Context: an optimization exercise on an open-source flow, tuned for small area, a short achievable clock period and few clock cycles. The choices shown serve that exercise and are no tape-out recipe.
RTL that was checked went through simulation tests only; none was proved equivalent to the original.
Function not checked in runs 1 to 3 and 8: the RTL went through the layout flow alone.
Power figures rest on the tool's default switching activity, not on a simulated workload.

$ cat run.sh
#!/bin/bash
# synth_recipe.tcl (not shown) runs the flow's synth.tcl, then flattens the netlist and writes it again
# the make line also repeats each setting of config.mk as NAME=value (left out here)
make -C /OpenROAD-flow-scripts/flow DESIGN_CONFIG=/design/flow/config.mk WORK_HOME=/design/flow/orfs CLKGATE_MAP_FILE= SYNTH_SCRIPT=/design/flow/synth_recipe.tcl finish
$ cat config.mk
export PLATFORM = sky130hd
export DESIGN_NAME = finder
export DESIGN_NICKNAME = finder
export VERILOG_FILES = /design/flow/design.v
export SDC_FILE = /design/flow/constraint.sdc
export NUM_CORES = 4
export LEC_CHECK = 0
export CAP_MARGIN = 20
export CORE_MARGIN = 2
export CORE_UTILIZATION = 40
export CTS_BUF_LIST = sky130_fd_sc_hd__clkbuf_8
export CTS_CLUSTER_DIAMETER = 60
export CTS_CLUSTER_SIZE = 18
export SETUP_SLACK_MARGIN = 4.5
export SLEW_MARGIN = 20
export SYNTH_HIERARCHICAL = 1
$ cat constraint.sdc
create_clock -name core_clock -period 8.0 [get_ports {clk}]
set_input_delay 1.6000 -clock core_clock [delete_from_list [all_inputs] [get_ports {clk}]]
set_output_delay 1.6000 -clock core_clock [all_outputs]
set_load 0.01 [all_outputs]
$ cat design.v
module finder(clk,rst_n,wr,din,find,dfind,full,is,location);
	input clk;
	input rst_n;
	input wr;
	input [7:0] din;
	input find;
	input [7:0] dfind;
	output reg full;
	output reg is;
	output [5:0] location;
	reg [7:0] mem [0:62];
	reg [5:0] pointer;
	always @(posedge clk or negedge rst_n)
		if (!rst_n) begin
			pointer <= 6'd0;
			full <= 1'b0;
		end else if (wr) begin
			if (pointer != 6'd63) begin
				pointer <= pointer + 6'd1;
				full <= 1'b0;
			end else begin
				pointer <= 6'd0;
				full <= 1'b1;
			end
		end
	genvar i;
	generate
		for (i = 0; i < 63; i = i + 1) begin : g_mem
			wire we;
			and2 u_we (.a(wr), .b(pointer == i), .y(we));
			always @(posedge clk)
				if (we)
					mem[i] <= din;
		end
	endgenerate
	wire [5:0] p;	 
	wire [63:0] m;
	generate
		for (i = 0; i < 63; i = i + 1) begin : g_cmp
			eq8 u_eq (.a(mem[i]), .b(dfind), .y(m[i]));
		end
	endgenerate
	assign m[63] = 1'b0;
	wire [31:0] hs;
	generate
		for (i = 0; i < 32; i = i + 1) begin : g_h
			assign hs[i] = (m[i] & ~p[5] & (p[4:0] <= i)) |
			               (m[32 + i] & p[5] & (p[4:0] <= i));
		end
	endgenerate
	function [5:0] first32(input [31:0] v);
		reg [4:0] idx;
		integer k;
		begin
			idx = 5'd0;
			for (k = 31; k >= 0; k = k - 1)
				if (v[k]) idx = k;
			first32 = {|v, idx};
		end
	endfunction
	wire [5:0] c_h = first32(hs);
	wire [5:0] c_l = first32(m[31:0]);
	wire [5:0] c_u = first32(m[63:32]);
	reg n_h, s_l, s_u, loc5;
	reg [4:0] i_h, i_l, i_u;
	always @(posedge clk or negedge rst_n)
		if (!rst_n) begin
			is <= 1'b0;
			n_h <= 1'b0;
			s_l <= 1'b0;
			s_u <= 1'b0;
			loc5 <= 1'b0;
			i_h <= 5'd0;
			i_l <= 5'd0;
			i_u <= 5'd0;
		end else if (find) begin
			is <= c_l[5] | c_u[5];
			n_h <= ~c_h[5];
			s_l <= ~c_h[5] & (p[5] ? c_l[5] : ~c_u[5]);
			s_u <= ~c_h[5] & (p[5] ? ~c_l[5] : c_u[5]);
			loc5 <= c_h[5] ? p[5] : (p[5] ? ~c_l[5] : c_u[5]);
			i_h <= c_h[4:0];
			i_l <= c_l[4:0];
			i_u <= c_u[4:0];
		end
	sel3 u_loc (.n_h(n_h), .s_l(s_l), .s_u(s_u), .t(loc5), .a(i_h), .b(i_l), .c(i_u), .y(location));
	sel3 u_p (.n_h(n_h), .s_l(s_l), .s_u(s_u), .t(loc5), .a(i_h), .b(i_l), .c(i_u), .y(p));
endmodule
module eq8(a, b, y);
	input [7:0] a;
	input [7:0] b;
	output y;
	assign y = (a == b);
endmodule
module and2(a, b, y);
	input a;
	input b;
	output y;
	assign y = a & b;
endmodule
module sel3(n_h, s_l, s_u, t, a, b, c, y);
	input n_h, s_l, s_u, t;
	input [4:0] a, b, c;
	output [5:0] y;
	assign y = {t, ({5{~n_h}} & a) | ({5{s_l}} & b) | ({5{s_u}} & c)};
endmodule
==> results of run 1 <==
-- sequential cells by signal, indices dropped and copies added (netlist names) --
| name | flops |
|---|---|
| full | 1 |
| i_h | 5 |
| i_l | 5 |
| i_u | 5 |
| is | 1 |
| loc5 | 1 |
| mem | 504 |
| n_h | 1 |
| pointer | 6 |
| s_l | 1 |
| s_u | 1 |
-- critical path, cell delays in order --
cell and delay (ps):
buf_16 150, buf_16 210, xnor2_1 130, nand4_1 110, nor2_2 90, mux2i_1 230
a21oi_2 90, or4_4 560, nand3b_1 290, nor4_4 330, nand3_1 140, o221ai_1 110
-- where the power goes --
group          internal, mW  switching (mW)  leakage, nW
clock                 0.606           0.966        0.475
sequential             3.16          0.0846         4.88
combinational         0.480           0.766         3.29
-- what timing repair did --
item                       CTS  global route
setup endpoints to repair   26            16
hold endpoints to repair     0             0
gates resized for setup     92            51
pin swaps                    1             7
buffers inserted            16            15
cloned                      16             3
-- metal layers --
layer  global-route usage  part of all wire  vias to the layer above
met5                    0                 0                        -
met4               0.0604             0.029                        0
met3               0.0315             0.063                      112
met2                0.349              0.46                      507
met1                0.317              0.45                     7807
li1                     -                 -                     6852
-- layout make-up --
type	count	area, um2
Timing Repair Buffer	104	1620
Fill cell	5422	33200
Multi-Input combinational cell	1210	8690
Clock inverter	33	277
Tap cell	790	988
Clock buffer	43	592
Inverter	43	161
Sequential cell	531	15800
-- path summary, 6_finish.rpt --
path                            start  cells past startpoint          to
min                        pointer[4]                      1  pointer[4]
max reg2reg                       s_l                     12        loc5
max in group asynchronous       rst_n                      2         s_l
min in group asynchronous       rst_n                      2  pointer[0]
max                          dfind[4]                     12        loc5
min reg2reg                pointer[4]                      1  pointer[4]
-- through the flow --
step                      instance area, um2  hold WS (ps)
after global routing                   28100           599
final                                  28100           571
after floorplan                        24700           474
after detailed placement               25900           541
after CTS                              27800           570
after global placement                 25900           528
-- synthesized netlist by cell type, types with 5 or more instances --
cell type	instances	area, um2
a31oi_1	5	31.3
a22oi_1	10	75.1
o22ai_1	10	62.6
nand2_1	50	188
and2_1	64	400
a211oi_1	9	67.6
nand4_1	132	826
nand3_1	17	85.1
clkbuf_1	14	52.6
o31ai_1	6	45.0
nor4_1	14	87.6
inv_1	43	161
o21bai_1	6	45.0
nor2b_1	6	37.5
or4_1	5	37.5
o211ai_1	6	45.0
a21oi_1	33	165
xnor2_1	506	4430
o21ai_1	12	60.1
edfxtp_1	504	15100
mux2_2	6	67.6
buf_2	9	45.0
nor2_1	173	649
dfrtp_1	27	676
nor3_1	17	85.1
mux2i_1	27	270
o21ai_0	26	130
nand2b_1	6	37.5
-- modules after synthesis (local to each module, per instance) --
module,flip-flops and latches,cells
eq8,0,11
sel3,0,16
finder,531,1029
and2,0,1
-- cell families after synthesis --
group / Yosys count / synth area share
flip-flops: 531 / 0.641
XOR/XNOR: 506 / 0.180
AO/OA/AOI/OAI: 164 / 0.0442
buffers and inverters: 76 / 0.0146
AND/OR/NAND/NOR: 503 / 0.105
multiplexers: 33 / 0.0137
adder cells (fa/ha/maj): 4 / 0.00203
==> results by group, run 1 <==
Route
  – Drt pass-1 iters: 5
  – 1st-iter DRT viols: 1,451
  – WL/cell: around 26 um
  – Post-Route WL: 70,400 um
  – Via count: ~15,000
  – ANT nets after route: 0
  – Drt drc: 0
  – DR vias/cell: ~5.5

Cells and area
  – NumNets Final: 1,956
  – Syn-to-layout area delta: 14.1%
  – Leading cell type in the layout, fill and taps excluded: xnor2_1
  – Most frequent cells in the layout: xnor2_1, edfxtp_1, nor2_1
  – ANT cells: 0
  – Non-Filler Instances: 2,754
  – Final core occ: 0.459
  – Layout cells sized above 1: 0.116

Die
  – Starting Density: 0.402
  – Die height: 252 um
  – Io pins: 28
  – FP Rows: 91
  – Die area: 0.0637 mm2
  – Die width: 252 um
  – Core Footprint: slightly above 0.06 mm2

Yosys
  – Number of synthesized flops with an enable pin: ~500
  – Synth Net Count: between 1,500 and 2,000
  – Synthesized area: 0.0247 mm2
  – Synth async-reset ratio: 0.0508
  – Avg Cell Area, Syn: 13.6 um2
  – Seq cells post-synth: between 500 and 600
  – Synth Warn #: 9
  – Top_reg_cell synth: edfxtp_1
  – Sequential-to-total area share from yosys stat: 0.641
  – Yosys cell types: 69
  – Cell count after synthesis: 1,817

Worst setup path
  – Critical Path Sink Type: flip-flop
  – Worst setup SP type: primary input
  – Worst endpoint required time: around 8600 ps
  – CP max FO: 19
  – Crit path kind: in2reg
  – R2R Setup Slk: ~4900 ps
  – Crit path DAT: 4100 ps

Clock tree
  – H-tree Lvls: 2
  – TritonCTS clock tree: done
  – Clock Tree Buf Depth: 3
  – Clock sink total: 531
  – CTS root buf: clkbuf_8
  – Inserted Clock Buffers: 42
  – Clk slew on worst S/H paths: 100 ps
  – Cts hold-fix bufs: 0
  – Worst-Skew Late Latency: 670 ps

Pwr
  – Overall power: 6.06 mW
  – PwrDens: 215 mW/mm2
  – Leak Pwr: 8.64 nW
  – VDD IR max: 0.000147 V

GRT
  – Global-route wire length before repair: 103,000 um
  – Vias in the first global route: 14,748
  – GRT Residual Overflow: 0
  – Overall Global Routing Usage: 0.220
  – Largest net degree at the start of global routing: 74
  – Initial antenna violation count: 1

Place
  – Dpl cells: 2,628
  – Port Buf Inserts: 27
  – Pre-CTS setup slack: approximately 2800 ps
  – GP Congestion: 0.969
  – Final HPWL DP: 38,600 um

Timing
  – Clock Skew: 31.2 ps
  – Slew Viols, Final: 0
  – Worst-Margin Slew: 1070 ps
  – Final setup vio count: 0
  – Crit share post-route: 0.443
  – Endpoints failing hold: 0
  – Unrepaired setup endpoints after global routing: yes
  – PnR worst setup slack: ~4500 ps
  – Minimum clock period: 3540 ps
  – Setup_tns: 0 ps
  – Max_slew headroom: 0.285
  – Upper clock frequency limit: 282 MHz

Flow run
  – Max-cap violation count: 0

Status
  – Status: no timing/DRC/antenna violations

Min path
  – Hold Crit Class: reg2reg
==> run 2, diff against run 1 <==
--- a/design.v
+++ b/design.v
@@ -34,9 +34,9 @@
 		end
 	endgenerate
-	wire [5:0] p;	 
+	wire [5:0] p = location;	 
 	wire [63:0] m;
 	generate
 		for (i = 0; i < 63; i = i + 1) begin : g_cmp
-			eq8 u_eq (.a(mem[i]), .b(dfind), .y(m[i]));
+			assign m[i] = (mem[i] == dfind);
 		end
 	endgenerate
@@ -84,12 +84,5 @@
 			i_u <= c_u[4:0];
 		end
-	sel3 u_loc (.n_h(n_h), .s_l(s_l), .s_u(s_u), .t(loc5), .a(i_h), .b(i_l), .c(i_u), .y(location));
-	sel3 u_p (.n_h(n_h), .s_l(s_l), .s_u(s_u), .t(loc5), .a(i_h), .b(i_l), .c(i_u), .y(p));
-endmodule
-module eq8(a, b, y);
-	input [7:0] a;
-	input [7:0] b;
-	output y;
-	assign y = (a == b);
+	assign location = {loc5, ({5{~n_h}} & i_h) | ({5{s_l}} & i_l) | ({5{s_u}} & i_u)};
 endmodule
 module and2(a, b, y);
@@ -99,8 +92,2 @@
 	assign y = a & b;
 endmodule
-module sel3(n_h, s_l, s_u, t, a, b, c, y);
-	input n_h, s_l, s_u, t;
-	input [4:0] a, b, c;
-	output [5:0] y;
-	assign y = {t, ({5{~n_h}} & a) | ({5{s_l}} & b) | ({5{s_u}} & c)};
-endmodule
==> results by group, run 2 <==
Yosys
  – Synth Warn #: 8 (was 9)
  – Number of synthesized flops with an enable pin: 504 (unchanged)
  – Synth async-reset ratio: 0.0508 (unchanged)
  – Yosys cell types: 85 (was 69)
  – Synth Net Count: 1,869 (was 1,841)
  – Avg Cell Area, Syn: 13.5 um2 (was 13.6 um2)
  – Post-synth top area share: 0.608 (was 0.614)
  – Top cells by area, synth: edfxtp_1, xor2_1, xnor2_1 (was edfxtp_1, xnor2_1, nand4_1)
  – Synthesized area: 0.0249 mm2 (was 0.0247 mm2)
  – Synth area leader: edfxtp_1 (unchanged)
  – Cell count after synthesis: 1,845 (was 1,817)
  – Seq cells post-synth: 531 (unchanged)
  – Synth cell count leaders: edfxtp_1, xor2_1, xnor2_1, nor2_1, nand2_1 (was xnor2_1, edfxtp_1, nor2_1, nand4_1, and2_1)
  – Cell with the most instances after synthesis: edfxtp_1 (was xnor2_1)
  – Sequential-to-total area share from yosys stat: 0.635 (was 0.641)
  – Top_reg_cell synth: edfxtp_1 (unchanged)

Timing
  – Final setup vio count: 0 (unchanged)
  – Minimum clock period: 3490 ps (was 3540 ps)
  – Crit share post-route: 0.436 (was 0.443)
  – Unrepaired setup endpoints after global routing: yes (unchanged)
  – Setup_tns: 0 ps (unchanged)
  – Upper clock frequency limit: 287 MHz (was 282 MHz)
  – Slew Viols, Final: 0 (unchanged)
  – Max_slew headroom: 0.289 (was 0.285)
  – Endpoints failing hold: 0 (unchanged)
  – Worst-Margin Slew: 1060 ps (was 1070 ps)
  – Clock Skew: 38.6 ps (was 31.2 ps)

Worst setup path
  – Worst endpoint required time: 6400 ps (was 8560 ps)
  – Crit path kind: reg2out (was in2reg)
  – CP cell instances: buf_12 -> clkdlybuf4s50_1 (was buf_16 -> buf_16 -> xnor2_1 -> nand4_1 -> nor2_2 -> mux2i_1 -> a21oi_2 -> or4_4 -> nand3b_1 -> nor4_4 -> nand3_1 -> o221ai_1)
  – Worst R2R Start: s_u (was s_l)
  – R2R Setup Slk: 4990 ps (was 4940 ps)
  – R2R Path End: i_h[2] (was loc5)
  – Worst Reg2Reg Path Length in Cells: 9 (was 12)
  – Critical Path Sink Type: output port (was flip-flop)
  – CP max FO: 24 (was 19)
  – Slowest cell on crit path: clkdlybuf4s50_1 (was or4_4)
  – Worst setup SP type: flip-flop (was primary input)
  – Crit path DAT: 1890 ps (was 4100 ps)
  – CP max stage delay: 580 ps (was 560 ps)

Clock tree
  – Clock Tree Buf Depth: 3 (unchanged)
  – Clk slew on worst S/H paths: 110 ps (was 100 ps)
  – CTS root buf: clkbuf_8 (unchanged)
  – H-tree Lvls: 2 (unchanged)
  – Worst-Skew Late Latency: 680 ps (was 670 ps)
  – Clock sink total: 531 (unchanged)
  – TritonCTS clock tree: done (unchanged)
  – Cts hold-fix bufs: 0 (unchanged)
  – Inserted Clock Buffers: 43 (was 42)

Cells and area
  – Top Registers: mem x504, pointer x6 (unchanged)
  – NumNets Final: 1,982 (was 1,956)
  – Most frequent cells in the layout: edfxtp_1, xor2_1, xnor2_1 (was xnor2_1, edfxtp_1, nor2_1)
  – Syn-to-layout area delta: 16.2% (was 14.1%)
  – Max reg flops: 504 (unchanged)
  – # fillers: 5,333 (was 5,422)
  – Leading cell type in the layout, fill and taps excluded: edfxtp_1 (was xnor2_1)
  – Layout cells sized above 1: 0.172 (was 0.116)
  – Largest reg by FF count: mem (unchanged)
  – Final instance area: 0.0289 mm2 (was 0.0281 mm2)

Route
  – Drt pass-1 iters: 6 (was 5)
  – DR vias/cell: 5.50 (was 5.55)
  – Via count: 15,552 (was 15,278)
  – ANT nets after route: 0 (unchanged)
  – WL/cell: 26.3 um (was 25.6 um)
  – 1st-iter DRT viols: 1,593 (was 1,451)
  – Drt drc: 0 (unchanged)
  – Post-Route WL: 74,300 um (was 70,400 um)

Place
  – Area post-placement: 0.0259 mm2 (about the same)
  – GP Congestion: 0.928 (was 0.969)
  – Final HPWL DP: 39,500 um (was 38,600 um)
  – Port Buf Inserts: 27 (unchanged)

Min path
  – Hold Crit Class: reg2reg (unchanged)
  – HP Start: i_u[0] (was pointer[4])
  – Hold EP: i_u[0] (was pointer[4])
  – Worst Hold Depth: 2 (was 1)

Die
  – FP Rows: 91 (unchanged)
  – Core Footprint: 0.0616 mm2 (was 0.0614 mm2)
  – Starting Density: 0.404 (was 0.402)
  – Io pins: 28 (unchanged)
  – Die width: 254 um (was 252 um)
  – Die height: 254 um (was 252 um)
  – Die area: 0.0643 mm2 (was 0.0637 mm2)

GRT
  – Global-route wire length before repair: 107,000 um (was 103,000 um)
  – GRT Residual Overflow: 0 (unchanged)
  – Vias in the first global route: 15,107 (was 14,748)
  – Largest net degree at the start of global routing: 74 (unchanged)
  – Overall Global Routing Usage: 0.232 (was 0.220)
  – Initial antenna violation count: 2 (was 1)

Flow run
  – Max-cap violation count: 0 (unchanged)

Pwr
  – VDD IR max: 0.000121 V (was 0.000147 V)
  – Overall power: 6.48 mW (was 6.06 mW)
  – Leak Pwr: 9.75 nW (was 8.64 nW)
  – PwrDens: 224 mW/mm2 (was 215 mW/mm2)

Status
  – Status: no timing/DRC/antenna violations (unchanged)
[run 2: layout make-up]
| cell class | count | area (um2) | area share |
|---|---|---|---|
| antenna | 1 | 2.50 | 0.0000864 |
| clock buffer | 44 | 606 | 0.0209 |
| clock inverter | 33 | 387 | 0.0134 |
| inverter | 27 | 120 | 0.00415 |
| multi-input combinational | 1206 | 9030 | 0.312 |
| sequential | 531 | 15800 | 0.546 |
| tap | 837 | 1050 | 0.0362 |
| timing repair buffer | 149 | 1940 | 0.0670 |
[run 2: where the power goes]
part           switching [mW]  leakage [nW]  internal (mW)
Clock                   0.980         0.513          0.749
Sequential             0.0704          4.88           3.16
Combinational           0.979          4.35          0.543
Total                    2.03          9.75           4.45
[run 2: repair_timing]
action,CTS,global route
pin swaps,15,36
setup endpoints to repair,26,18
gates resized for setup,125,85
buffers inserted,58,23
gates cloned,13,1
[run 2: how the worst max path moves through the flow]
stage	slack, ps	depth (start not counted)	from	to
2_1_floorplan	4180	13	dfind[5]	loc5
3_3_place_gp	2870	11	dfind[1]	s_u
3_5_place_dp	2890	11	dfind[1]	s_u
4_1_cts	4400	4	s_l	location[2]
5_1_grt	4470	11	dfind[1]	i_l[0]
6_report	4510	2	loc5	location[5]
[run 2: worst max-delay path, delay by kind of cell, from the launching register on]
family	cells	cell delay, ps
flip-flops	1	430
buffers and inverters	2	790
[run 2: Yosys stat by module, one instance, submodules excluded]
module | cells inside | flops+latches | cell area, um2
and2 | 1 | 0 | 6.26
finder | 1782 | 531 | 24500
[run 2: through the flow]
stage	worst slack (ps)	cells	hold slack (ps)	utilization
after floorplan	4180	1845	470	-
after global placement	2870	2655	500	0.421
after detailed placement	2890	2655	499	0.421
after CTS	4400	2803	526	0.460
after global routing	4470	2828	566	0.470
final	4510	2828	534	0.470
[run 2: cell families after synthesis]
logic type	after synthesis	share of synthesized area
flip-flops	531	0.635
AND/OR/NAND/NOR	523	0.110
XOR/XNOR	506	0.178
AO/OA/AOI/OAI	169	0.0462
buffers and inverters	108	0.0270
multiplexers	4	0.00196
adder cells (fa/ha/maj)	4	0.00201
[run 2: routing by layer]
metal / vias to the layer above / share of wire / global-route usage
li1: 6864 / - / -
met1: 7934 / 0.42 / 0.315
met2: 653 / 0.48 / 0.385
met3: 101 / 0.073 / 0.0352
met4: 0 / 0.028 / 0.0681
met5: - / 0 / 0
==> run 3, diff against run 2 <==
--- a/config.mk
+++ b/config.mk
@@ -12,5 +12,5 @@
 export CTS_CLUSTER_DIAMETER = 60
 export CTS_CLUSTER_SIZE = 18
-export SETUP_SLACK_MARGIN = 4.5
+export SETUP_SLACK_MARGIN = 4.6
 export SLEW_MARGIN = 20
 export SYNTH_HIERARCHICAL = 1
==> results by group, run 3 <==
Pwr
  – PwrDens: 220 mW/mm2 (was 224 mW/mm2)
  – VDD IR max: 0.000124 V (was 0.000121 V)
  – Leak Pwr: 10.1 nW (was 9.75 nW)
  – Overall power: 6.51 mW (was 6.48 mW)

Worst setup path
  – Worst setup SP type: primary input (was flip-flop)
  – CP cell instances: buf_16 -> bufbuf_16 -> xor2_1 -> nor4_1 -> nand2_1 -> a221oi_4 -> o21ai_0 -> a21oi_1 -> nor3_1 -> o211ai_1 -> a31oi_1 (was buf_12 -> clkdlybuf4s50_1)
  – Crit path kind: in2reg (was reg2out)
  – Critical Path Sink Type: flip-flop (was output port)
  – Worst endpoint required time: 8530 ps (was 6400 ps)
  – Slowest cell on crit path: a221oi_4 (was clkdlybuf4s50_1)
  – Crit path DAT: 4060 ps (was 1890 ps)
  – CP max FO: 10 (was 24)
  – CP max stage delay: 440 ps (was 580 ps)

Cells and area
  – Layout cells sized above 1: 0.190 (was 0.172)
  – Syn-to-layout area delta: 18.8% (was 16.2%)
  – FF+latch area: 0.0158 mm2 (about the same)
  – Top Registers: mem x504, pointer x6 (unchanged)
  – Area of the multi-input gates: 0.00920 mm2 (was 0.00903 mm2)
  – NumNets Final: 2,015 (was 1,982)
  – Leading cell type in the layout, fill and taps excluded: edfxtp_1 (unchanged)
  – Largest reg by FF count: mem (unchanged)
  – Final instance area: 0.0296 mm2 (was 0.0289 mm2)
  – # fillers: 5,366 (was 5,333)
  – Max reg flops: 504 (unchanged)
  – Most frequent cells in the layout: edfxtp_1, xor2_1, xnor2_1 (unchanged)
  – Final core occ: 0.480 (was 0.470)

Route
  – Drt pass-1 iters: 8 (was 6)
  – Post-Route WL: 76,600 um (was 74,300 um)
  – 1st-iter DRT viols: 1,685 (was 1,593)
  – Via count: 15,787 (was 15,552)
  – Drt drc: 0 (unchanged)
  – WL/cell: 26.8 um (was 26.3 um)
  – DR vias/cell: 5.52 (was 5.50)
  – ANT nets after route: 0 (unchanged)

Flow run
  – Max-cap violation count: 0 (unchanged)

Clock tree
  – Clock sink total: 531 (unchanged)
  – CTS root buf: clkbuf_8 (unchanged)
  – Cts hold-fix bufs: 0 (unchanged)
  – Worst-Skew Late Latency: 680 ps (about the same)
  – Inserted Clock Buffers: 42 (was 43)
  – H-tree Lvls: 2 (unchanged)
  – TritonCTS clock tree: done (unchanged)
  – Clk slew on worst S/H paths: 110 ps (about the same)
  – Clock Tree Buf Depth: 3 (unchanged)

Timing
  – Setup_tns: 0 ps (unchanged)
  – Worst-Margin Slew: 1110 ps (was 1060 ps)
  – PnR worst setup slack: 4470 ps (was 4510 ps)
  – Endpoints failing hold: 0 (unchanged)
  – Final setup vio count: 0 (unchanged)
  – Clock Skew: 51.1 ps (was 38.6 ps)
  – Unrepaired setup endpoints after global routing: yes (unchanged)
  – Max_slew headroom: 0.261 (was 0.289)
  – Slew Viols, Final: 0 (unchanged)
  – Upper clock frequency limit: 283 MHz (was 287 MHz)
  – Minimum clock period: 3530 ps (was 3490 ps)
  – Crit share post-route: 0.441 (was 0.436)

Die
  – FP Rows: 91 (unchanged)
  – Core Footprint: 0.0616 mm2 (unchanged)
  – Io pins: 28 (unchanged)
  – Starting Density: 0.404 (unchanged)
  – Die height: 254 um (unchanged)
  – Die width: 254 um (unchanged)
  – Die area: 0.0643 mm2 (unchanged)

Place
  – Port Buf Inserts: 27 (unchanged)
  – Final HPWL DP: 39,900 um (was 39,500 um)
  – GP Congestion: 0.934 (was 0.928)
  – Pre-CTS setup slack: 2890 ps (about the same)
  – Area post-placement: 0.0259 mm2 (about the same)

Yosys
  – Cell count after synthesis: 1,845 (unchanged)
  – Synth area leader: edfxtp_1 (unchanged)
  – Synthesized area: 0.0249 mm2 (unchanged)
  – Sequential-to-total area share from yosys stat: 0.635 (unchanged)
  – Avg Cell Area, Syn: 13.5 um2 (unchanged)
  – Cell with the most instances after synthesis: edfxtp_1 (unchanged)
  – Synth cell count leaders: edfxtp_1, xor2_1, xnor2_1, nor2_1, nand2_1 (unchanged)
  – Seq cells post-synth: 531 (unchanged)
  – Synth Warn #: 8 (unchanged)
  – Top cells by area, synth: edfxtp_1, xor2_1, xnor2_1 (unchanged)
  – Post-synth top area share: 0.608 (unchanged)
  – Number of synthesized flops with an enable pin: 504 (unchanged)
  – Synth Net Count: 1,869 (unchanged)
  – Yosys cell types: 85 (unchanged)
  – Top_reg_cell synth: edfxtp_1 (unchanged)
  – Synth async-reset ratio: 0.0508 (unchanged)

GRT
  – Overall Global Routing Usage: 0.237 (was 0.232)
  – Global-route wire length before repair: 109,000 um (was 107,000 um)
  – GRT Residual Overflow: 0 (unchanged)
  – Largest net degree at the start of global routing: 74 (unchanged)
  – Initial antenna violation count: 1 (was 2)
  – Vias in the first global route: 15,539 (was 15,107)

Min path
  – Hold Crit Class: reg2reg (unchanged)

Status
  – Status: no timing/DRC/antenna violations (unchanged)
-- run 3: modules after synthesis, one instance, submodules excluded --
module	cell area, um2	times used	flip-flops and latches
and2	6.26	63	0
finder	24500	1	531
-- run 3: stage by stage --
| stage | hold WS, ps | std cells |
|---|---|---|
| after floorplan | 470 | 1845 |
| after global placement | 493 | 2653 |
| after detailed placement | 515 | 2653 |
| after CTS | 537 | 2824 |
| after global routing | 565 | 2858 |
| final | 534 | 2858 |
-- run 3: worst max-delay path: cells and delay by family --
| kind | cells | cell delay (ps) |
|---|---|---|
| AOI/OAI and AO/OA | 5 | 1230 |
| and+or+nand+nor | 3 | 600 |
| buffers and inverters | 2 | 450 |
| xor gates and xnor gates | 1 | 170 |
-- run 3: power breakdown --
part	switching, mW	total [mW]	internal, mW	leakage, nW
Sequential	0.0713	3.23	3.16	4.88
Clock	0.956	1.66	0.703	0.474
Combinational	1.02	1.63	0.609	4.73
Total	2.05	6.51	4.47	10.1
-- run 3: logic make-up after synthesis --
group / count (synthesis) / share of synthesized area
AO/OA/AOI/OAI: 169 / 0.0462
XOR/XNOR: 506 / 0.178
adder cells (fa/ha/maj): 4 / 0.00201
buffers and inverters: 108 / 0.0270
flip-flops: 531 / 0.635
multiplexers: 4 / 0.00196
AND/OR/NAND/NOR: 523 / 0.110
-- run 3: layer usage --
layer	GRT usage	part of all wire
met1	0.310	0.41
met2	0.406	0.49
met3	0.0312	0.064
met4	0.0808	0.037
met5	0	0
-- run 3: final cells by class --
class	count	area share
diodes	1	0.0000846
clock buffers	44	0.0205
clock inverters	29	0.0111
inverters	27	0.00453
multi-input cells	1206	0.311
flip-flops and latches	531	0.535
well taps	837	0.0354
repair buffers	183	0.0828
-- run 3: final timing paths --
check	startpoint	to	slack, ps	cells past startpoint
worst max register to register	loc5	loc5	4780	7
min in group asynchronous	rst_n	full	1360	2
worst min register to register	i_u[0]	i_u[0]	530	2
max in group asynchronous	rst_n	pointer[4]	6280	2
worst min-delay path	i_u[0]	i_u[0]	530	2
worst max-delay path	dfind[2]	i_h[0]	4470	11
-- run 3: repair_timing --
action,CTS,global route
resized for setup,174,76
endpoints found under the setup margin,25,20
buffers inserted,80,31
gates cloned,18,2
pin swaps,23,42
==> run 4, diff against run 3 <==
--- a/design.v
+++ b/design.v
@@ -27,8 +27,6 @@
 	generate
 		for (i = 0; i < 63; i = i + 1) begin : g_mem
-			wire we;
-			and2 u_we (.a(wr), .b(pointer == i), .y(we));
 			always @(posedge clk)
-				if (we)
+				if (wr && pointer == i)
 					mem[i] <= din;
 		end
@@ -86,8 +84,2 @@
 	assign location = {loc5, ({5{~n_h}} & i_h) | ({5{s_l}} & i_l) | ({5{s_u}} & i_u)};
 endmodule
-module and2(a, b, y);
-	input a;
-	input b;
-	output y;
-	assign y = a & b;
-endmodule
--- a/config.mk
+++ b/config.mk
@@ -14,3 +14,2 @@
 export SETUP_SLACK_MARGIN = 4.6
 export SLEW_MARGIN = 20
-export SYNTH_HIERARCHICAL = 1
==> results by group, run 4 <==
Cells and area
  – NumNets Final: 1,869 (was 2,015)
  – # fillers: 5,479 (was 5,366)
  – Largest reg by FF count: mem (unchanged)
  – Leading cell type in the layout, fill and taps excluded: edfxtp_1 (unchanged)
  – Syn-to-layout area delta: 12.4% (was 18.8%)
  – Max reg flops: 504 (unchanged)
  – Top Registers: mem x504, pointer x6 (unchanged)
  – ANT cells: 0 (was 1)
  – Most frequent cells in the layout: edfxtp_1, xor2_1, xnor2_1 (unchanged)
  – Layout cells sized above 1: 0.167 (was 0.190)

Yosys
  – Synth cell count leaders: edfxtp_1, xor2_1, xnor2_1, nor2_1, nand2_1 (unchanged)
  – Top_reg_cell synth: edfxtp_1 (unchanged)
  – Cell with the most instances after synthesis: edfxtp_1 (unchanged)
  – Synth async-reset ratio: 0.0508 (unchanged)
  – Cell count after synthesis: 1,779 (was 1,845)
  – Synth Warn #: 2 (was 8)
  – Top cells by area, synth: edfxtp_1, xor2_1, xnor2_1 (unchanged)
  – Avg Cell Area, Syn: 14.0 um2 (was 13.5 um2)
  – Seq cells post-synth: 531 (unchanged)
  – Synthesized area: 0.0250 mm2 (was 0.0249 mm2)
  – Synth area leader: edfxtp_1 (unchanged)
  – Yosys cell types: 91 (was 85)
  – Sequential-to-total area share from yosys stat: 0.633 (was 0.635)
  – Synth Net Count: 1,803 (was 1,869)
  – Number of synthesized flops with an enable pin: 504 (unchanged)
  – Post-synth top area share: 0.606 (was 0.608)

Clock tree
  – Clock Tree Buf Depth: 3 (unchanged)
  – Clk slew on worst S/H paths: 120 ps (was 110 ps)
  – Clock sink total: 531 (unchanged)
  – Cts hold-fix bufs: 0 (unchanged)
  – CTS root buf: clkbuf_8 (unchanged)
  – Inserted Clock Buffers: 40 (was 42)
  – Worst-Skew Late Latency: 650 ps (was 680 ps)
  – H-tree Lvls: 2 (unchanged)
  – TritonCTS clock tree: done (unchanged)

Die
  – FP Rows: 91 (unchanged)
  – Starting Density: 0.405 (was 0.404)
  – Die area: 0.0644 mm2 (was 0.0643 mm2)
  – Core Footprint: 0.0617 mm2 (was 0.0616 mm2)
  – Io pins: 28 (unchanged)
  – Die width: 254 um (about the same)
  – Die height: 254 um (about the same)

GRT
  – Initial antenna violation count: 1 (unchanged)
  – M3 GR Usage: 0.0385 (was 0.0312)
  – Global-route wire length before repair: 97,500 um (was 109,000 um)
  – Busiest grt layer: met2 (unchanged)
  – GR Util met2: 0.342 (was 0.406)
  – Largest net degree at the start of global routing: 64 (was 74)
  – Met1 GRT Util: 0.286 (was 0.310)
  – Vias in the first global route: 14,629 (was 15,539)
  – Overall Global Routing Usage: 0.209 (was 0.237)
  – GRT Residual Overflow: 0 (unchanged)

Timing
  – Endpoints failing hold: 0 (unchanged)
  – Setup_tns: 0 ps (unchanged)
  – Hold WS: 511 ps (was 534 ps)
  – Minimum clock period: 3480 ps (was 3530 ps)
  – Final setup vio count: 0 (unchanged)
  – Slew Viols, Final: 0 (unchanged)
  – Unrepaired setup endpoints after global routing: yes (unchanged)
  – Max_slew headroom: 0.343 (was 0.261)
  – Crit share post-route: 0.435 (was 0.441)
  – Clock Skew: 33.3 ps (was 51.1 ps)
  – Worst-Margin Slew: 985 ps (was 1110 ps)
  – Upper clock frequency limit: 287 MHz (was 283 MHz)

Place
  – GP Congestion: 0.981 (was 0.934)
  – Port Buf Inserts: 27 (unchanged)
  – Final HPWL DP: 40,100 um (was 39,900 um)

Route
  – Post-Route WL: 69,900 um (was 76,600 um)
  – WL/cell: 25.9 um (was 26.8 um)
  – ANT nets after route: 0 (unchanged)
  – DR vias/cell: 5.54 (was 5.52)
  – Drt pass-1 iters: 5 (was 8)
  – Drt drc: 0 (unchanged)
  – Via count: 14,981 (was 15,787)
  – 1st-iter DRT viols: 1,475 (was 1,685)

Worst setup path
  – Crit path DAT: 1880 ps (was 4060 ps)
  – Worst endpoint required time: 6400 ps (was 8530 ps)
  – Critical Path Sink Type: output port (was flip-flop)
  – CP max FO: 3 (was 10)
  – R2R Setup Slk: 5110 ps (was 4780 ps)
  – Worst R2R Start: s_u (was loc5)
  – R2R Path End: i_h[1] (was loc5)
  – Worst Reg2Reg Path Length in Cells: 12 (was 7)
  – Crit path kind: reg2out (was in2reg)
  – Worst setup SP type: flip-flop (was primary input)

Min path
  – HP Start: i_h[3] (was i_u[0])
  – Hold EP: i_h[3] (was i_u[0])
  – Worst Hold Depth: 1 (was 2)
  – Hold Crit Class: reg2reg (unchanged)

Pwr
  – PwrDens: 216 mW/mm2 (was 220 mW/mm2)
  – Leak Pwr: 8.92 nW (was 10.1 nW)
  – VDD IR max: 0.000138 V (was 0.000124 V)

Status
  – Status: no timing/DRC/antenna violations (unchanged)

Flow run
  – Max-cap violation count: 0 (unchanged)
run 4: metrics by stage:
step	area, um2	worst slack, ps	power (mW)	cells	util
floorplan	25100	4440	3.97	1779	-
global placement	25600	3080	4.30	2590	0.415
detailed placement	25600	3090	4.31	2590	0.415
CTS	27200	4200	5.97	2677	0.441
global route	28100	4450	6.26	2705	0.455
finish	28100	4520	6.06	2705	0.455
run 4: kinds of logic (layout without fill, tap and decap cells):
group / after synthesis / in the layout / share of synthesized area
multiplexers: 10 / 10 / 0.00456
AND/OR/NAND/NOR: 465 / 465 / 0.0994
adder cells (fa/ha/maj): 4 / 4 / 0.00200
AO/OA/AOI/OAI: 168 / 168 / 0.0476
buffers and inverters: 95 / 184 / 0.0357
flip-flops: 531 / 531 / 0.633
XOR/XNOR: 506 / 506 / 0.178
run 4: worst max path at each step:
stage | startpoint | cells after the start | slack [ps] | to
finish | s_l | 6 | 4520 | location[0]
global route | s_l | 6 | 4450 | location[1]
CTS | n_h | 4 | 4200 | location[4]
detailed placement | dfind[6] | 10 | 3090 | loc5
global placement | dfind[6] | 10 | 3080 | loc5
floorplan | dfind[7] | 10 | 4440 | loc5
run 4: cell type report:
type / count / area [um2] / share of cell area
flip-flops and latches: 531 / 15800 / 0.563
clock buffers: 41 / 564 / 0.0201
repair buffers: 103 / 1400 / 0.0497
multi-input cells: 1153 / 8880 / 0.317
well taps: 837 / 1050 / 0.0373
inverters: 16 / 82.6 / 0.00294
clock inverters: 24 / 279 / 0.00994
run 4: timing repair:
item / 4_1_cts / 5_1_grt
setup buffers: 21 / 19
gates cloned: 1 / 9
gates resized for setup: 152 / 93
endpoints found under the setup margin: 242 / 198
pin swaps: 9 / 19
run 4: power breakdown:
part | internal [mW] | switching, mW
Combinational | 0.464 | 0.796
Sequential | 3.15 | 0.0750
Clock | 0.659 | 0.916
run 4: worst max-delay path: stages, from the launching register on:
cell     delay [ps]
dfrtp_2         440
buf_6           130
buf_6           110
a22o_4          250
nor2_4          120
inv_4            70
buf_6           120
run 4: metal layers:
layer,routed length [um],up-vias
met5,0,-
met4,1510,0
met3,4440,93
met2,33400,515
met1,30600,7754
li1,-,6619
Testbench counts of run 4, summed over its fixed seeds: cycles 2,400.
==> run 5, diff against run 4 <==
--- a/config.mk
+++ b/config.mk
@@ -12,4 +12,4 @@
 export CTS_CLUSTER_DIAMETER = 60
 export CTS_CLUSTER_SIZE = 18
-export SETUP_SLACK_MARGIN = 4.6
+export SETUP_SLACK_MARGIN = 4.7
 export SLEW_MARGIN = 20
==> results by group, run 5 <==
Cells and area
  – Most frequent cells in the layout: edfxtp_1, xor2_1, xnor2_1 (unchanged)
  – # fillers: 5,447 (was 5,479)
  – Non-Filler Instances: 2,746 (was 2,705)
  – Top Registers: mem x504, pointer x6 (unchanged)
  – Leading cell type in the layout, fill and taps excluded: edfxtp_1 (unchanged)
  – Layout cells sized above 1: 0.201 (was 0.167)
  – Largest reg by FF count: mem (unchanged)
  – NumNets Final: 1,903 (was 1,869)
  – Max reg flops: 504 (unchanged)
  – Syn-to-layout area delta: 15.6% (was 12.4%)
  – ANT cells: 0 (unchanged)

Die
  – FP Rows: 91 (unchanged)
  – Die area: 0.0644 mm2 (unchanged)
  – Starting Density: 0.405 (unchanged)
  – Io pins: 28 (unchanged)
  – Core Footprint: 0.0617 mm2 (unchanged)
  – Die height: 254 um (unchanged)
  – Die width: 254 um (unchanged)

Timing
  – Unrepaired setup endpoints after global routing: yes (unchanged)
  – Setup_tns: 0 ps (unchanged)
  – Upper clock frequency limit: 282 MHz (was 287 MHz)
  – Hold WS: 500 ps (was 511 ps)
  – Crit share post-route: 0.443 (was 0.435)
  – Endpoints failing hold: 0 (unchanged)
  – Minimum clock period: 3540 ps (was 3480 ps)
  – Clock Skew: 33.1 ps (was 33.3 ps)
  – Final setup vio count: 0 (unchanged)
  – Worst-Margin Slew: 998 ps (was 985 ps)
  – Max_slew headroom: 0.335 (was 0.343)
  – Slew Viols, Final: 0 (unchanged)

Yosys
  – Number of synthesized flops with an enable pin: 504 (unchanged)
  – Synthesized area: 0.0250 mm2 (unchanged)
  – Sequential-to-total area share from yosys stat: 0.633 (unchanged)
  – Synth Net Count: 1,803 (unchanged)
  – Cell count after synthesis: 1,779 (unchanged)
  – Synth area leader: edfxtp_1 (unchanged)
  – Top_reg_cell synth: edfxtp_1 (unchanged)
  – Avg Cell Area, Syn: 14.0 um2 (unchanged)
  – Top cells by area, synth: edfxtp_1, xor2_1, xnor2_1 (unchanged)
  – Synth async-reset ratio: 0.0508 (unchanged)
  – Cell with the most instances after synthesis: edfxtp_1 (unchanged)
  – Synth Warn #: 2 (unchanged)
  – Synth cell count leaders: edfxtp_1, xor2_1, xnor2_1, nor2_1, nand2_1 (unchanged)
  – Yosys cell types: 91 (unchanged)
  – Seq cells post-synth: 531 (unchanged)
  – Post-synth top area share: 0.606 (unchanged)

Place
  – Port Buf Inserts: 27 (unchanged)
  – Final HPWL DP: 39,300 um (was 40,100 um)
  – GP Congestion: 0.895 (was 0.981)
  – Dpl cells: 2,587 (was 2,590)

Route
  – DR vias/cell: 5.53 (was 5.54)
  – Via count: 15,180 (was 14,981)
  – Post-Route WL: 73,200 um (was 69,900 um)
  – Drt drc: 0 (unchanged)
  – Drt pass-1 iters: 5 (unchanged)
  – ANT nets after route: 0 (unchanged)
  – 1st-iter DRT viols: 1,430 (was 1,475)
  – WL/cell: 26.6 um (was 25.9 um)

Min path
  – Hold Crit Class: reg2reg (unchanged)
  – HP Start: i_h[3] (unchanged)

Worst setup path
  – R2R Setup Slk: 5060 ps (was 5110 ps)
  – CP max FO: 5 (was 3)
  – Start point of the critical path: s_u (was s_l)
  – Crit path DAT: 1940 ps (was 1880 ps)
  – Worst endpoint required time: 6400 ps (about the same)
  – Worst R2R Start: n_h (was s_u)
  – Crit path kind: reg2out (unchanged)
  – Worst setup SP type: flip-flop (unchanged)
  – Critical Path Sink Type: output port (unchanged)

Clock tree
  – Worst-Skew Late Latency: 670 ps (was 650 ps)
  – Clock Tree Buf Depth: 3 (unchanged)
  – CTS root buf: clkbuf_8 (unchanged)
  – Inserted Clock Buffers: 44 (was 40)
  – TritonCTS clock tree: done (unchanged)
  – H-tree Lvls: 2 (unchanged)
  – Clock sink total: 531 (unchanged)
  – Clk slew on worst S/H paths: 100 ps (was 120 ps)

GRT
  – Initial antenna violation count: 1 (unchanged)
  – Global-route wire length before repair: 101,000 um (was 97,500 um)
  – Largest net degree at the start of global routing: 64 (unchanged)
  – GRT Residual Overflow: 0 (unchanged)
  – Overall Global Routing Usage: 0.221 (was 0.209)
  – Vias in the first global route: 14,540 (was 14,629)

Pwr
  – Leak Pwr: 9.34 nW (was 8.92 nW)
  – PwrDens: 218 mW/mm2 (was 216 mW/mm2)
  – VDD IR max: 0.000170 V (was 0.000138 V)

Flow run
  – Max-cap violation count: 0 (unchanged)

Status
  – Status: no timing/DRC/antenna violations (unchanged)
-- run 5: cell type report --
class | instances | area, um2 | area share
flip-flops and latches | 531 | 15800 | 0.548
multi-input cells | 1153 | 9020 | 0.312
repair buffers | 133 | 1920 | 0.0664
well taps | 837 | 1050 | 0.0363
clock buffers | 46 | 633 | 0.0219
clock inverters | 30 | 348 | 0.0121
inverters | 16 | 87.6 | 0.00303
-- run 5: logic make-up (layout without fill, tap and decap cells) --
family | after synthesis | count (layout) | share of synthesized area
flops | 531 | 531 | 0.633
buf+inv | 95 | 225 | 0.0357
simple gates | 465 | 465 | 0.0994
xor+xnor | 506 | 506 | 0.178
mux | 10 | 10 | 0.00456
fa+ha+maj | 4 | 4 | 0.00200
compound gates | 168 | 168 | 0.0476
-- run 5: worst paths after layout --
kind | end | cells after the start
setup / recovery | location[3] | 6
hold / removal | i_h[3] | 1
setup reg to reg | loc5 | 11
hold reg to reg | i_h[3] | 1
max in group asynchronous | s_u | 2
min in group asynchronous | i_u[1] | 2
-- run 5: per-stage QoR --
stage | util | worst slack, ps | area, um2 | power (mW)
6_report | 0.468 | 4460 | 28900 | 6.30
3_5_place_dp | 0.416 | 2940 | 25700 | 4.31
2_1_floorplan | - | 4450 | 25200 | 3.98
5_1_grt | 0.468 | 4400 | 28900 | 6.49
4_1_cts | 0.454 | 4220 | 28000 | 6.18
3_3_place_gp | 0.416 | 3010 | 25700 | 4.30
-- run 5: metal layers --
metal  vias to the layer above  routed length, um  GRT usage
met2                       579              33800      0.346
li1                       6706                  -          -
met3                       115               5240     0.0440
met4                         2               2200     0.0672
met5                         -                 13          0
met1                      7778              31900      0.312
-- run 5: repair_timing --
| action | in CTS | in global routing |
|---|---|---|
| endpoints found under the setup margin | 514 | 142 |
| gates resized for setup | 164 | 98 |
| cloned | 15 | 9 |
| hold buffers | 0 | 0 |
| pin swaps | 11 | 29 |
| buffers inserted | 24 | 35 |
-- run 5: critical path, cell delays in order (launching register included) --
cell	delay, ps
dfrtp_2	460
buf_6	130
buf_6	110
a221oi_4	270
buf_6	160
clkinv_8	50
buf_6	110
-- run 5: where the power goes --
group | switching [mW] | internal, mW | leakage [nW] | total, mW
clock | 0.996 | 0.707 | 0.492 | 1.70
sequential | 0.0716 | 3.15 | 4.88 | 3.22
combinational | 0.848 | 0.527 | 3.97 | 1.37
==> run 6, diff against run 5 <==
--- a/config.mk
+++ b/config.mk
@@ -12,4 +12,4 @@
 export CTS_CLUSTER_DIAMETER = 60
 export CTS_CLUSTER_SIZE = 18
-export SETUP_SLACK_MARGIN = 4.7
+export SETUP_SLACK_MARGIN = 4.8
 export SLEW_MARGIN = 20
==> results by group, run 6 <==
Timing
  – Clock Skew: 34.7 ps (was 33.1 ps)
  – Worst-Margin Slew: 985 ps (was 998 ps)
  – Minimum clock period: 3520 ps (was 3540 ps)
  – Final setup vio count: 0 (unchanged)
  – Crit share post-route: 0.440 (was 0.443)
  – Max_slew headroom: 0.344 (was 0.335)
  – PnR worst setup slack: 4480 ps (was 4460 ps)
  – Hold WS: 534 ps (was 500 ps)
  – Endpoints failing hold: 0 (unchanged)
  – Slew Viols, Final: 0 (unchanged)
  – Unrepaired setup endpoints after global routing: yes (unchanged)
  – Setup_tns: 0 ps (unchanged)
  – Upper clock frequency limit: 284 MHz (was 282 MHz)

Pwr
  – P_sw: 1.96 mW (was 1.92 mW)
  – Sequential share of power: 0.510 (was 0.512)
  – PwrDens: 213 mW/mm2 (was 218 mW/mm2)
  – Clock network fraction of total power: 0.260 (was 0.270)
  – Leak Pwr: 9.67 nW (was 9.34 nW)
  – VDD IR max: 0.000161 V (was 0.000170 V)
  – Overall power: 6.33 mW (was 6.30 mW)
  – Combinational power share: 0.231 (was 0.218)
  – Switching Share: 0.310 (was 0.304)
  – Internal power: 4.37 mW (was 4.38 mW)

Worst setup path
  – Crit path kind: reg2out (unchanged)
  – Critical Path Sink Type: output port (unchanged)
  – Crit path DAT: 1920 ps (was 1940 ps)
  – CP max FO: 4 (was 5)
  – Slowest cell on crit path: dfrtp_2 (unchanged)
  – Worst endpoint required time: 6400 ps (about the same)
  – Worst R2R Start: s_l (was n_h)
  – Worst path bufs/invs: 4 (was 5)
  – Worst Reg2Reg Path Length in Cells: 12 (was 11)
  – CP max stage delay: 450 ps (was 460 ps)
  – R2R Path End: i_h[1] (was loc5)
  – Worst setup SP type: flip-flop (unchanged)
  – CP top delay family: flip-flops (was buffers and inverters)
  – R2R Setup Slk: 5040 ps (was 5060 ps)
  – Most frequent CP cell: buf_6 (unchanged)
  – CP cell instances: buf_4 -> buf_6 -> a22o_4 -> nor2_4 -> inv_4 -> buf_6 (was buf_6 -> buf_6 -> a221oi_4 -> buf_6 -> clkinv_8 -> buf_6)

Die
  – Die area: 0.0644 mm2 (unchanged)
  – FP Rows: 91 (unchanged)
  – Core Footprint: 0.0617 mm2 (unchanged)
  – Die width: 254 um (unchanged)
  – Starting Density: 0.405 (unchanged)
  – Io pins: 28 (unchanged)
  – Die height: 254 um (unchanged)

GRT
  – Vias in the first global route: 15,295 (was 14,540)
  – Overall Global Routing Usage: 0.232 (was 0.221)
  – Largest net degree at the start of global routing: 64 (unchanged)
  – GRT Residual Overflow: 0 (unchanged)
  – Global-route wire length before repair: 107,000 um (was 101,000 um)
  – Initial antenna violation count: 0 (was 1)

Yosys
  – Synthesized area: 0.0250 mm2 (unchanged)
  – Post-synth top area share: 0.606 (unchanged)
  – Cell with the most instances after synthesis: edfxtp_1 (unchanged)
  – Top_reg_cell synth: edfxtp_1 (unchanged)
  – Synth Warn #: 2 (unchanged)
  – Synth cell count leaders: edfxtp_1, xor2_1, xnor2_1, nor2_1, nand2_1 (unchanged)
  – Seq cells post-synth: 531 (unchanged)
  – Cell count after synthesis: 1,779 (unchanged)
  – Synth async-reset ratio: 0.0508 (unchanged)
  – Synth area leader: edfxtp_1 (unchanged)
  – Yosys cell types: 91 (unchanged)
  – Sequential-to-total area share from yosys stat: 0.633 (unchanged)
  – Avg Cell Area, Syn: 14.0 um2 (unchanged)
  – Top cells by area, synth: edfxtp_1, xor2_1, xnor2_1 (unchanged)
  – Synth Net Count: 1,803 (unchanged)
  – Number of synthesized flops with an enable pin: 504 (unchanged)

Route
  – ANT nets after route: 0 (unchanged)
  – Drt drc: 0 (unchanged)
  – DR vias/cell: 5.60 (was 5.53)
  – 1st-iter DRT viols: 1,540 (was 1,430)
  – Via count: 15,722 (was 15,180)
  – Drt pass-1 iters: 8 (was 5)
  – Post-Route WL: 76,400 um (was 73,200 um)
  – WL/cell: 27.2 um (was 26.6 um)

Min path
  – Hold Crit Class: reg2reg (unchanged)
  – Worst Hold Depth: 1 (unchanged)
  – HP Start: i_h[3] (unchanged)
  – Hold EP: i_h[3] (unchanged)

Cells and area
  – Final core occ: 0.481 (was 0.468)
  – FF+latch area: 0.0158 mm2 (about the same)
  – Most frequent cells in the layout: edfxtp_1, xor2_1, xnor2_1 (unchanged)
  – Non-Filler Instances: 2,807 (was 2,746)
  – ANT cells: 0 (unchanged)
  – Syn-to-layout area delta: 18.9% (was 15.6%)
  – Layout cells sized above 1: 0.258 (was 0.201)
  – Top Registers: mem x504, pointer x6 (unchanged)
  – # fillers: 5,349 (was 5,447)
  – Largest reg by FF count: mem (unchanged)
  – Final instance area: 0.0297 mm2 (was 0.0289 mm2)
  – Area of the multi-input gates: 0.00938 mm2 (was 0.00902 mm2)
  – Leading cell type in the layout, fill and taps excluded: edfxtp_1 (unchanged)
  – NumNets Final: 1,966 (was 1,903)
  – Max reg flops: 504 (unchanged)

Clock tree
  – H-tree Lvls: 2 (unchanged)
  – CTS root buf: clkbuf_8 (unchanged)
  – Worst-Skew Late Latency: 680 ps (was 670 ps)
  – Clk slew on worst S/H paths: 110 ps (was 100 ps)
  – Cts hold-fix bufs: 0 (unchanged)
  – Clock sink total: 531 (unchanged)
  – TritonCTS clock tree: done (unchanged)
  – Inserted Clock Buffers: 42 (was 44)
  – Clock Tree Buf Depth: 3 (unchanged)

Place
  – Port Buf Inserts: 27 (unchanged)
  – Pre-CTS setup slack: 2970 ps (was 2940 ps)
  – Dpl cells: 2,587 (unchanged)
  – Area post-placement: 0.0257 mm2 (about the same)
  – GP Congestion: 0.919 (was 0.895)
  – Final HPWL DP: 39,400 um (was 39,300 um)

Status
  – Status: no timing/DRC/antenna violations (unchanged)

Flow run
  – Max-cap violation count: 0 (unchanged)
[run 6: cell count changes in the layout (fill, tap and decap cells not counted), moves of 6 or more]
cell / previous run / this run
xor2_2: 0 / 6
nor2_2: 35 / 57
buf_4: 63 / 124
nor4_2: 40 / 50
o21ai_1: 6 / 13
nor4_1: 23 / 12
xor2_1: 264 / 258
nor2_4: 7 / 15
o21ai_0: 33 / 22
nor2_1: 89 / 59
[run 6: layer usage]
| metal | wire length [um] | global-route usage | vias up | share of wire |
|---|---|---|---|---|
| met4 | 1960 | 0.0632 | 0 | 0.026 |
| met3 | 6270 | 0.0434 | 147 | 0.082 |
| li1 | - | - | 6824 | - |
| met5 | 0 | 0 | - | 0 |
| met2 | 35700 | 0.370 | 714 | 0.47 |
| met1 | 32500 | 0.325 | 8037 | 0.43 |
[run 6: what timing repair did]
| item | CTS | global route |
|---|---|---|
| gates resized for setup | 237 | 130 |
| pin swaps | 31 | 70 |
| gates cloned | 18 | 4 |
| buffers inserted | 37 | 89 |
| endpoints found under the setup margin | 453 | 220 |
[run 6: cell type report]
| class | instances | area share |
|---|---|---|
| inverter | 16 | 0.00329 |
| sequential | 531 | 0.533 |
| multi-input combinational | 1153 | 0.316 |
| clock buffer | 42 | 0.0195 |
| timing repair buffer | 198 | 0.0823 |
| tap | 837 | 0.0353 |
| clock inverter | 30 | 0.0107 |
[run 6: power by group through the flow]
stage	combinational, mW	sequential (mW)	clock [mW]
finish	1.46	3.23	1.64
global route	1.53	3.24	1.75
CTS	1.26	3.22	1.65
detailed placement	1.03	3.30	0
global placement	1.02	3.30	0
floorplan	0.725	3.25	0
[run 6: kinds of logic (layout without fill, tap and decap cells)]
| family | after synthesis | count (layout) | synth area share |
|---|---|---|---|
| XOR/XNOR | 506 | 506 | 0.178 |
| buffers and inverters | 95 | 286 | 0.0357 |
| multiplexers | 10 | 10 | 0.00456 |
| AND/OR/NAND/NOR | 465 | 465 | 0.0994 |
| adder cells (fa/ha/maj) | 4 | 4 | 0.00200 |
| AO/OA/AOI/OAI | 168 | 168 | 0.0476 |
| flip-flops | 531 | 531 | 0.633 |
[run 6: worst max-delay path by stage]
stage / from / end / slack, ps / cells past startpoint
after floorplan: dfind[1] / loc5 / 4450 / 10
after global placement: dfind[1] / i_l[1] / 2980 / 10
after detailed placement: dfind[1] / i_l[1] / 2970 / 10
after CTS: s_l / location[3] / 4370 / 6
after global routing: s_l / location[1] / 4410 / 6
final: s_l / location[1] / 4480 / 6
==> run 7, diff against run 6 <==
--- a/config.mk
+++ b/config.mk
@@ -12,4 +12,4 @@
 export CTS_CLUSTER_DIAMETER = 60
 export CTS_CLUSTER_SIZE = 18
-export SETUP_SLACK_MARGIN = 4.8
+export SETUP_SLACK_MARGIN = 4.5
 export SLEW_MARGIN = 20
==> results by group, run 7 <==
Place
  – GP Congestion: 0.938 (was 0.919)
  – Final HPWL DP: 40,200 um (was 39,400 um)
  – Port Buf Inserts: 27 (unchanged)
  – Pre-CTS setup slack: 3000 ps (was 2970 ps)

Worst setup path
  – Start point of the critical path: dfind[3] (was s_l)
  – CP max stage delay: 600 ps (was 450 ps)
  – Worst setup SP type: primary input (was flip-flop)
  – CP max FO: 32 (was 4)
  – CP cell instances: buf_16 -> buf_16 -> xor2_1 -> nor4_1 -> nand3_1 -> o21ai_1 -> a2bb2oi_1 -> and4_1 -> nand4_4 -> mux2i_1 (was buf_4 -> buf_6 -> a22o_4 -> nor2_4 -> inv_4 -> buf_6)
  – Crit path kind: in2reg (was reg2out)
  – Critical Path Sink Type: flip-flop (was output port)
  – Most frequent CP cell: buf_16 (was buf_6)
  – Slowest cell on crit path: nor4_1 (was dfrtp_2)
  – R2R Setup Slk: 4880 ps (was 5040 ps)
  – Crit path DAT: 4040 ps (was 1920 ps)
  – Worst endpoint required time: 8550 ps (was 6400 ps)
  – Worst R2R Start: loc5 (was s_l)

Yosys
  – Number of synthesized flops with an enable pin: 504 (unchanged)
  – Post-synth top area share: 0.606 (unchanged)
  – Synth async-reset ratio: 0.0508 (unchanged)
  – Top cells by area, synth: edfxtp_1, xor2_1, xnor2_1 (unchanged)
  – Top_reg_cell synth: edfxtp_1 (unchanged)
  – Synth cell count leaders: edfxtp_1, xor2_1, xnor2_1, nor2_1, nand2_1 (unchanged)
  – Avg Cell Area, Syn: 14.0 um2 (unchanged)
  – Yosys cell types: 91 (unchanged)
  – Cell with the most instances after synthesis: edfxtp_1 (unchanged)
  – Sequential-to-total area share from yosys stat: 0.633 (unchanged)
  – Synth Warn #: 2 (unchanged)
  – Synthesized area: 0.0250 mm2 (unchanged)
  – Synth area leader: edfxtp_1 (unchanged)
  – Seq cells post-synth: 531 (unchanged)
  – Cell count after synthesis: 1,779 (unchanged)
  – Synth Net Count: 1,803 (unchanged)

Cells and area
  – Syn-to-layout area delta: 10.6% (was 18.9%)
  – # fillers: 5,586 (was 5,349)
  – Area of the multi-input gates: 0.00867 mm2 (was 0.00938 mm2)
  – ANT cells: 0 (unchanged)
  – Max reg flops: 504 (unchanged)
  – Top Registers: mem x504, pointer x6 (unchanged)
  – FF+latch area: 0.0158 mm2 (about the same)
  – Largest reg by FF count: mem (unchanged)
  – Leading cell type in the layout, fill and taps excluded: edfxtp_1 (unchanged)
  – NumNets Final: 1,850 (was 1,966)
  – Final core occ: 0.447 (was 0.481)
  – Most frequent cells in the layout: edfxtp_1, xor2_1, xnor2_1 (unchanged)
  – Layout cells sized above 1: 0.140 (was 0.258)

Route
  – ANT nets after route: 0 (unchanged)
  – 1st-iter DRT viols: 1,684 (was 1,540)
  – Drt pass-1 iters: 8 (unchanged)
  – Drt drc: 0 (unchanged)
  – Via count: 14,873 (was 15,722)
  – WL/cell: 25.9 um (was 27.2 um)
  – DR vias/cell: 5.53 (was 5.60)
  – Post-Route WL: 69,700 um (was 76,400 um)

GRT
  – GRT Residual Overflow: 0 (unchanged)
  – Vias in the first global route: 14,658 (was 15,295)
  – Global-route wire length before repair: 101,000 um (was 107,000 um)
  – Initial antenna violation count: 1 (was 0)
  – Largest net degree at the start of global routing: 64 (unchanged)
  – Overall Global Routing Usage: 0.215 (was 0.232)

Timing
  – Crit share post-route: 0.436 (was 0.440)
  – Upper clock frequency limit: 286 MHz (was 284 MHz)
  – Clock Skew: 31.7 ps (was 34.7 ps)
  – Setup_tns: 0 ps (unchanged)
  – PnR worst setup slack: 4510 ps (was 4480 ps)
  – Slew Viols, Final: 0 (unchanged)
  – Minimum clock period: 3490 ps (was 3520 ps)
  – Worst-Margin Slew: 1060 ps (was 985 ps)
  – Hold WS: 507 ps (was 534 ps)
  – Max_slew headroom: 0.289 (was 0.344)
  – Unrepaired setup endpoints after global routing: yes (unchanged)
  – Endpoints failing hold: 0 (unchanged)
  – Final setup vio count: 0 (unchanged)

Pwr
  – Leak Pwr: 8.74 nW (was 9.67 nW)
  – PwrDens: 219 mW/mm2 (was 213 mW/mm2)
  – VDD IR max: 0.000134 V (was 0.000161 V)

Die
  – Io pins: 28 (unchanged)
  – Die height: 254 um (unchanged)
  – Core Footprint: 0.0617 mm2 (unchanged)
  – Starting Density: 0.405 (unchanged)
  – FP Rows: 91 (unchanged)
  – Die width: 254 um (unchanged)
  – Die area: 0.0644 mm2 (unchanged)

Clock tree
  – Worst-Skew Late Latency: 670 ps (was 680 ps)
  – Clk slew on worst S/H paths: 110 ps (about the same)
  – TritonCTS clock tree: done (unchanged)
  – H-tree Lvls: 2 (unchanged)
  – Inserted Clock Buffers: 42 (unchanged)
  – Clock Tree Buf Depth: 3 (unchanged)
  – CTS root buf: clkbuf_8 (unchanged)
  – Clock sink total: 531 (unchanged)

Status
  – Status: no timing/DRC/antenna violations (unchanged)

Flow run
  – Max-cap violation count: 0 (unchanged)

Min path
  – Hold Crit Class: reg2reg (unchanged)
  – HP Start: i_u[3] (was i_h[3])
## run 7: cell counts after synthesis
No cell type changed its count.
## run 7: path summary, 6_finish.rpt
kind / to / cells after the start
setup / recovery: loc5 / 10
hold / removal: i_u[3] / 2
setup reg to reg: loc5 / 7
hold reg to reg: i_u[3] / 2
max in group asynchronous: s_l / 2
min in group asynchronous: i_l[2] / 2
## run 7: metal layers
layer / share of wire / global-route usage / vias up
met5: 0.00017 / 0 / -
met4: 0.025 / 0.0545 / 2
met3: 0.059 / 0.0331 / 120
met2: 0.48 / 0.356 / 546
met1: 0.44 / 0.298 / 7626
li1: - / - / 6579
## run 7: metrics by stage
stage	power, mW	instance area [um2]	cells
2_1_floorplan	3.96	25000	1779
3_3_place_gp	4.30	25600	2588
3_5_place_dp	4.31	25600	2588
4_1_cts	6.03	27300	2678
5_1_grt	6.26	27600	2688
6_report	6.06	27600	2688
## run 7: what timing repair did
action | CTS | global route
cloned | 5 | 3
endpoints found under the setup margin | 34 | 44
resized for setup | 119 | 53
pin swaps | 10 | 6
buffers inserted | 16 | 7
hold buffers | 0 | 0
## run 7: cell type report
class | count | share of cell area
clock buffer | 43 | 0.0214
sequential | 531 | 0.573
inverter | 16 | 0.00317
clock inverter | 26 | 0.0108
tap | 837 | 0.0379
multi-input combinational | 1153 | 0.314
timing repair buffer | 82 | 0.0397
## run 7: cell families (layout without fill, tap and decap cells)
logic type               after synthesis  in the layout  synth area share
AND/OR/NAND/NOR                      465            465            0.0994
adder cells (fa/ha/maj)                4              4           0.00200
XOR/XNOR                             506            506             0.178
multiplexers                          10             10           0.00456
flip-flops                           531            531             0.633
AO/OA/AOI/OAI                        168            168            0.0476
buffers and inverters                 95            167            0.0357
## run 7: power by group
group	internal (mW)	total, mW	switching, mW
Clock	0.660	1.62	0.956
Combinational	0.435	1.21	0.778
Sequential	3.15	3.23	0.0786
Total	4.25	6.06	1.81
## run 7: worst max-delay path, delay by kind of cell
kind,cells,cell delay (ps)
compound gates,2,390
xor+xnor,1,180
mux,1,190
simple gates,4,1210
buf+inv,2,420
==> run 8, diff against run 7 <==
--- a/design.v
+++ b/design.v
@@ -36,5 +36,5 @@
 	generate
 		for (i = 0; i < 63; i = i + 1) begin : g_cmp
-			assign m[i] = (mem[i] == dfind);
+			eq8 u_eq (.a(mem[i]), .b(dfind), .y(m[i]));
 		end
 	endgenerate
@@ -84,2 +84,8 @@
 	assign location = {loc5, ({5{~n_h}} & i_h) | ({5{s_l}} & i_l) | ({5{s_u}} & i_u)};
 endmodule
+module eq8(a, b, y);
+	input [7:0] a;
+	input [7:0] b;
+	output y;
+	assign y = (a == b);
+endmodule
--- a/config.mk
+++ b/config.mk
@@ -14,2 +14,3 @@
 export SETUP_SLACK_MARGIN = 4.5
 export SLEW_MARGIN = 20
+export SYNTH_HIERARCHICAL = 1
==> results by group, run 8 <==
Yosys
  – Synthesized area: 0.0242 mm2 (was 0.0250 mm2)
  – Avg Cell Area, Syn: 14.1 um2 (was 14.0 um2)
  – Synth cell count leaders: xnor2_1, edfxtp_1, nor2_1, nand4_1, nand2_1 (was edfxtp_1, xor2_1, xnor2_1, nor2_1, nand2_1)
  – Cell with the most instances after synthesis: xnor2_1 (was edfxtp_1)
  – Synth Net Count: 1,744 (was 1,803)
  – Synth async-reset ratio: 0.0508 (unchanged)

Clock tree
  – Inserted Clock Buffers: 43 (was 42)
  – Cts hold-fix bufs: 0 (unchanged)
  – Worst-Skew Late Latency: 680 ps (was 670 ps)
  – CTS root buf: clkbuf_8 (unchanged)
  – TritonCTS clock tree: done (unchanged)

Cells and area
  – Most frequent cells in the layout: edfxtp_1, xnor2_1, nand4_1 (was edfxtp_1, xor2_1, xnor2_1)
  – # fillers: 5,349 (was 5,586)
  – FF+latch area: 0.0158 mm2 (unchanged)
  – Final instance area: 0.0280 mm2 (was 0.0276 mm2)
  – Top Registers: mem x504, pointer x6 (unchanged)

Timing
  – Minimum clock period: 3630 ps (was 3490 ps)
  – PnR worst setup slack: 4370 ps (was 4510 ps)
  – Max_slew headroom: 0.363 (was 0.289)
  – Hold WS: 510 ps (was 507 ps)
  – Setup_tns: 0 ps (unchanged)
  – Unrepaired setup endpoints after global routing: yes (unchanged)

GRT
  – Vias in the first global route: 14,574 (was 14,658)
  – Global-route wire length before repair: 96,700 um (was 101,000 um)
  – Overall Global Routing Usage: 0.211 (was 0.215)
  – Initial antenna violation count: 2 (was 1)

Worst setup path
  – Crit path DAT: 2030 ps (was 4040 ps)
  – Critical Path Sink Type: output port (was flip-flop)

Route
  – Drt drc: 0 (unchanged)
  – Met2 wire length: 31,900 um (was 33,500 um)
  – DR top layer: met4 (was met5)
  – 1st-iter DRT viols: 1,341 (was 1,684)
  – Met3 routed WL: 4710 um (was 4130 um)

Status
  – Status: no timing/DRC/antenna violations (unchanged)

Place
  – GP Congestion: 0.911 (was 0.938)
  – Area post-placement: 0.0254 mm2 (was 0.0256 mm2)
  – Pre-CTS setup slack: 2780 ps (was 3000 ps)
  – Final HPWL DP: 37,200 um (was 40,200 um)

Pwr
  – VDD IR max: 0.000109 V (was 0.000134 V)
  – Clock network fraction of total power: 0.269 (was 0.267)
  – Leak Pwr: 8.54 nW (was 8.74 nW)
  – P_sw: 1.75 mW (was 1.81 mW)
  – Switching Share: 0.294 (was 0.299)
  – Sequential share of power: 0.539 (was 0.533)
  – Combinational power share: 0.191 (was 0.200)

Die
  – Die height: 250 um (was 254 um)
  – Io pins: 28 (unchanged)
  – FP Rows: 90 (was 91)

Min path
  – Hold Crit Class: reg2reg (unchanged)
==> run 8: cell count changes after synthesis, moves of 9 or more <==
| cell | before | now |
|---|---|---|
| xnor2_1 | 242 | 506 |
| nor4_1 | 69 | 16 |
| nand2_1 | 72 | 43 |
| buf_8 | 14 | 1 |
| nor2_1 | 129 | 174 |
| or2_2 | 11 | 1 |
| nand3_1 | 31 | 15 |
| mux2i_1 | 2 | 27 |
| nand4_1 | 70 | 131 |
| xor2_1 | 264 | 0 |
| o21ai_0 | 42 | 33 |
| buf_6 | 33 | 3 |
| inv_1 | 11 | 23 |
==> run 8: layer usage <==
| metal | global-route usage | up-vias |
|---|---|---|
| met5 | 0 | - |
| li1 | - | 6628 |
| met2 | 0.343 | 498 |
| met3 | 0.0288 | 91 |
| met4 | 0.0614 | 0 |
| met1 | 0.298 | 7515 |
==> run 8: cells by family after synthesis <==
family | count (synthesis) | share of synthesized area
multiplexers | 31 | 0.0130
AO/OA/AOI/OAI | 155 | 0.0461
XOR/XNOR | 506 | 0.183
AND/OR/NAND/NOR | 441 | 0.0921
flip-flops | 531 | 0.653
adder cells (fa/ha/maj) | 4 | 0.00207
buffers and inverters | 52 | 0.0103
==> run 8: critical path: stages (launching register included) <==
cell and delay, ps:
dfrtp_2 470, buf_6 140, buf_6 100, a22oi_2 260, and2_4 230, inv_8 40, buf_6 110
==> run 8: power by group through the flow <==
stage	clock (mW)	sequential [mW]	combinational, mW
floorplan	0	3.24	0.595
global placement	0	3.27	0.913
detailed placement	0	3.28	0.917
CTS	1.65	3.21	1.09
global route	1.73	3.22	1.21
finish	1.61	3.21	1.14
==> run 8: per-module statistics from Yosys (local to each module, per instance) <==
| module | cell area, um2 | flops+latches |
|---|---|---|
| eq8 | 86.3 | 0 |
| finder | 18800 | 531 |
==> run 8: cell type report <==
cell class,instances,share of cell area
diodes,1,0.0000894
clock buffers,44,0.0216
clock inverters,33,0.0108
inverters,28,0.00483
multi-input cells,1137,0.305
flip-flops and latches,531,0.565
well taps,782,0.0350
repair buffers,128,0.0576
==> run 8: repair_timing <==
action | in CTS | in global routing
pin swaps | 10 | 25
resized for setup | 173 | 59
endpoints found under the setup margin | 353 | 81
cloned | 6 | 6
endpoints found under the hold margin | 0 | 0
setup buffers | 32 | 34
==> run 8: worst paths after layout <==
kind / from / end / slack, ps / cells after the start
setup reg to reg: s_l / loc5 / 5090 / 11
setup / recovery: s_l / location[3] / 4370 / 6
hold reg to reg: i_l[2] / i_l[2] / 510 / 1
hold / removal: i_l[2] / i_l[2] / 510 / 1
min in group asynchronous: rst_n / full / 1340 / 2
max in group asynchronous: rst_n / s_l / 6270 / 2
